What follows belongs to an exercise in optimizing a design on an open flow for small area; a production flow would make more cautious choices.
Function was checked by simulation only, so behaviour that the tests miss may differ from the original.
No activity file was given, so power comes from the tool's default toggle rates.

Setup of oak:
## RICSV_TOP
module RICSV_TOP(
	input clk, rst_n,
	output [31:0] imem_addr,
	input  [31:0] imem_data,
	output wb_en,
	output [4:0] wb_rd,
	output [31:0] wb_data,
	output mem_we,
	output [5:0] mem_addr,
	output [31:0] mem_wdata
	);
Settings: LEC_CHECK=0, CAP_MARGIN=20, CORE_MARGIN=2, CORE_UTILIZATION=45, CTS_BUF_LIST=sky130_fd_sc_hd__clkbuf_16, CTS_CLUSTER_DIAMETER=100, CTS_CLUSTER_SIZE=26, PLACE_DENSITY=0.6, SETUP_SLACK_MARGIN=0.5, SLEW_MARGIN=20, SYNTH_HIERARCHICAL=1, SYNTH_MINIMUM_KEEP_SIZE=0; clock period 16.0 ns.
run.sh (not shown) runs the stock make flow with config.mk's settings and CLKGATE_MAP_FILE= SYNTH_SCRIPT=/design/flow/synth_recipe.tcl, a recipe that flattens the netlist after the stock synthesis.
Here is what was changed in the inputs of pine compared with oak.
-- flow/design.v --
<<< oak, line 30
	wire [31:0] rwx = {32{~rst_n}} | (wdata ^ {32{ph}});
	wire [31:0] s1, s2, swn;       
	dec5  u_dec_rs1 (.a(rs1), .en(1'b1),  .y(s1));
	dec5  u_dec_rs2 (.a(rs2), .en(1'b1),  .y(s2));
	dec5n u_dec_rd  (.a(rd),  .en(rf_we), .yn(swn));
	wire [31:0] rq [1:31];
>>> pine, line 30
	wire [31:0] rwx = {32{~rst_n}} | (wdata ^ {32{ph}});
	wire [31:0] s1, s2, swn;       
	dec5  u_dec_rs1 (.a(rs1), .y(s1));
	dec5  u_dec_rs2 (.a(rs2), .y(s2));
	dec5n u_dec_rd  (.a(rd),  .en(rf_we), .yn(swn));
	wire [31:0] rq [1:31];
<<< oak, line 72
	wire [31:0] imm     = {{20{I[31]}}, I[31:25], op[5] ? I[11:7] : I[24:20]};
	wire [31:0] B       = use_imm ? imm : rs2v;
	wire        sub     = op[5] & op[4] & I[30];
	wire [31:0] sum     = rs1v + (B ^ {32{sub}}) + {31'h0, sub};
	wire f7_ok  = ~op[5] | (f7 == 7'b0000000);    
	wire f7_sub = (f7 == 7'b0100000);
>>> pine, line 72
	wire [31:0] imm     = {{20{I[31]}}, I[31:25], op[5] ? I[11:7] : I[24:20]};
	wire [31:0] B       = use_imm ? imm : rs2v;
	wire        sub     = op[6] | (op[5] & op[4] & I[30]);
	wire [31:0] Bx      = B ^ {32{sub}};
	wire [31:0] sum     = rs1v + Bx + {31'h0, sub};
	wire        eq      = &(rs1v ^ Bx);     
	wire f7_ok  = ~op[5] | (f7 == 7'b0000000);    
	wire f7_sub = (f7 == 7'b0100000);
<<< oak, line 85
	wire [31:0] mwx = r2 | {32{~rst_n | (ph & (rs2 == 5'd0))}};
	wire [63:0] sm, smwn;          
	dec6  u_dec_ma (.a(maddr), .en(1'b1),  .y(sm));
	dec6n u_dec_mw (.a(maddr), .en(is_st), .yn(smwn));
	wire [31:0] mq [0:63];
>>> pine, line 87
	wire [31:0] mwx = r2 | {32{~rst_n | (ph & (rs2 == 5'd0))}};
	wire [63:0] sm, smwn;          
	dec6  u_dec_ma (.a(maddr), .y(sm));
	dec6n u_dec_mw (.a(maddr), .en(is_st), .yn(smwn));
	wire [31:0] mq [0:63];
<<< oak, line 108
	endgenerate
	nand2_32s u_tml (.a(mq[63]), .sa(sm[63]), .y(tm[21]));
	wire [31:0] o0, o1, o2, o3, o4, o5, n0, n1, m0;
	nand4_32 u_o0 (.a(tm[0]),  .b(tm[1]),  .c(tm[2]),  .d(tm[3]),  .y(o0));
	nand4_32 u_o1 (.a(tm[4]),  .b(tm[5]),  .c(tm[6]),  .d(tm[7]),  .y(o1));
>>> pine, line 110
	endgenerate
	nand2_32s u_tml (.a(mq[63]), .sa(sm[63]), .y(tm[21]));
	wire [31:0] o0, o1, o2, o3, o4, o5;
	nand4_32 u_o0 (.a(tm[0]),  .b(tm[1]),  .c(tm[2]),  .d(tm[3]),  .y(o0));
	nand4_32 u_o1 (.a(tm[4]),  .b(tm[5]),  .c(tm[6]),  .d(tm[7]),  .y(o1));
<<< oak, line 115
	nand4_32 u_o4 (.a(tm[16]), .b(tm[17]), .c(tm[18]), .d(tm[19]), .y(o4));
	nand2_32 u_o5 (.a(tm[20]), .b(tm[21]), .y(o5));
	nor3_32  u_n0 (.a(o0), .b(o1), .c(o2), .y(n0));
	nor3_32  u_n1 (.a(o3), .b(o4), .c(o5), .y(n1));
	nand2_32 u_m0 (.a(n0), .b(n1), .y(m0));
	wire [31:0] mrd = m0 ^ {32{ph}};
	assign wdata = op[4] ? res : mrd;
	wire        taken = is_br & (rs1v == rs2v);
	wire [12:1] immB  = {I[31], I[7], I[30:25], I[11:8]};
	reg  [31:1] pc;
>>> pine, line 117
	nand4_32 u_o4 (.a(tm[16]), .b(tm[17]), .c(tm[18]), .d(tm[19]), .y(o4));
	nand2_32 u_o5 (.a(tm[20]), .b(tm[21]), .y(o5));
	wire [31:0] mrd = (o0 | o1 | o2 | o3 | o4 | o5) ^ {32{ph}};
	assign wdata = op[4] ? res : mrd;
	wire        taken = is_br & eq;
	wire [12:1] immB  = {I[31], I[7], I[30:25], I[11:8]};
	reg  [31:1] pc;
<<< oak, line 135
	assign mem_wdata = rs2v;
endmodule
module dec5(input [4:0] a, input en, output [31:0] y);
	assign y = {31'h0, en} << a;
endmodule
module dec5n(input [4:0] a, input en, output [31:0] yn);
>>> pine, line 134
	assign mem_wdata = rs2v;
endmodule
module dec5(input [4:0] a, output [31:0] y);
	assign y = 32'h1 << a;
endmodule
module dec5n(input [4:0] a, input en, output [31:0] yn);
<<< oak, line 144
	assign yn = ~({63'h0, en} << a);
endmodule
module dec6(input [5:0] a, input en, output [63:0] y);
	assign y = {63'h0, en} << a;
endmodule
module st_word(input [31:0] q, input hd, input [31:0] x, input wr, output [31:0] d);
>>> pine, line 143
	assign yn = ~({63'h0, en} << a);
endmodule
module dec6(input [5:0] a, output [63:0] y);
	assign y = 64'h1 << a;
endmodule
module st_word(input [31:0] q, input hd, input [31:0] x, input wr, output [31:0] d);
<<< oak, line 165
	assign y = ~(a & b);
endmodule
module nor3_32(input [31:0] a, b, c, output [31:0] y);
	assign y = ~(a | b | c);
endmodule
>>> pine, line 164
	assign y = ~(a & b);
endmodule
Findings:
- Area of the multi-input gates (pine over oak): decrease, 1100 sq um
- Total power: pine above oak
- Diff pine and oak: routed wire length lower in oak
- pine and oak ended up with nearly the same share of the clock period used by the worst path.
- Summary: with oak as the reference, post-route non-filler standard cell count in pine moved down slightly.

## separate check: timing with driven ports
How much do the figures lean on ideal ports? The routed layouts below were timed once more, with nothing changed but the port constraints.
Step 1 assumes that a clkbuf_16 drives the clock port and a buf_2 every other input.
Step 2 moves the port delays by t, midway between the first and last clock arrival at a register: inputs arrive t later, outputs are due t later. That takes back most of the time a late clock gives input paths.
Three values: no drivers, after step 1, after step 2; two values: the first two.
run	shift t [ns]	setup WS [ns]	slew at the worst register clock pin (ns)	worst data-port slew with drivers (ns)
oak	0.945	0.414 / 0.305 / 0.305	0.12 / 0.12	0.16
pine	0.985	0.428 / 0.398 / 0.398	0.12 / 0.12	0.20
After both steps setup and hold are still met in every run listed. The setup slack of oak, which loses most, moves by -0.109 ns with the drivers and by -0.109 ns with both steps.
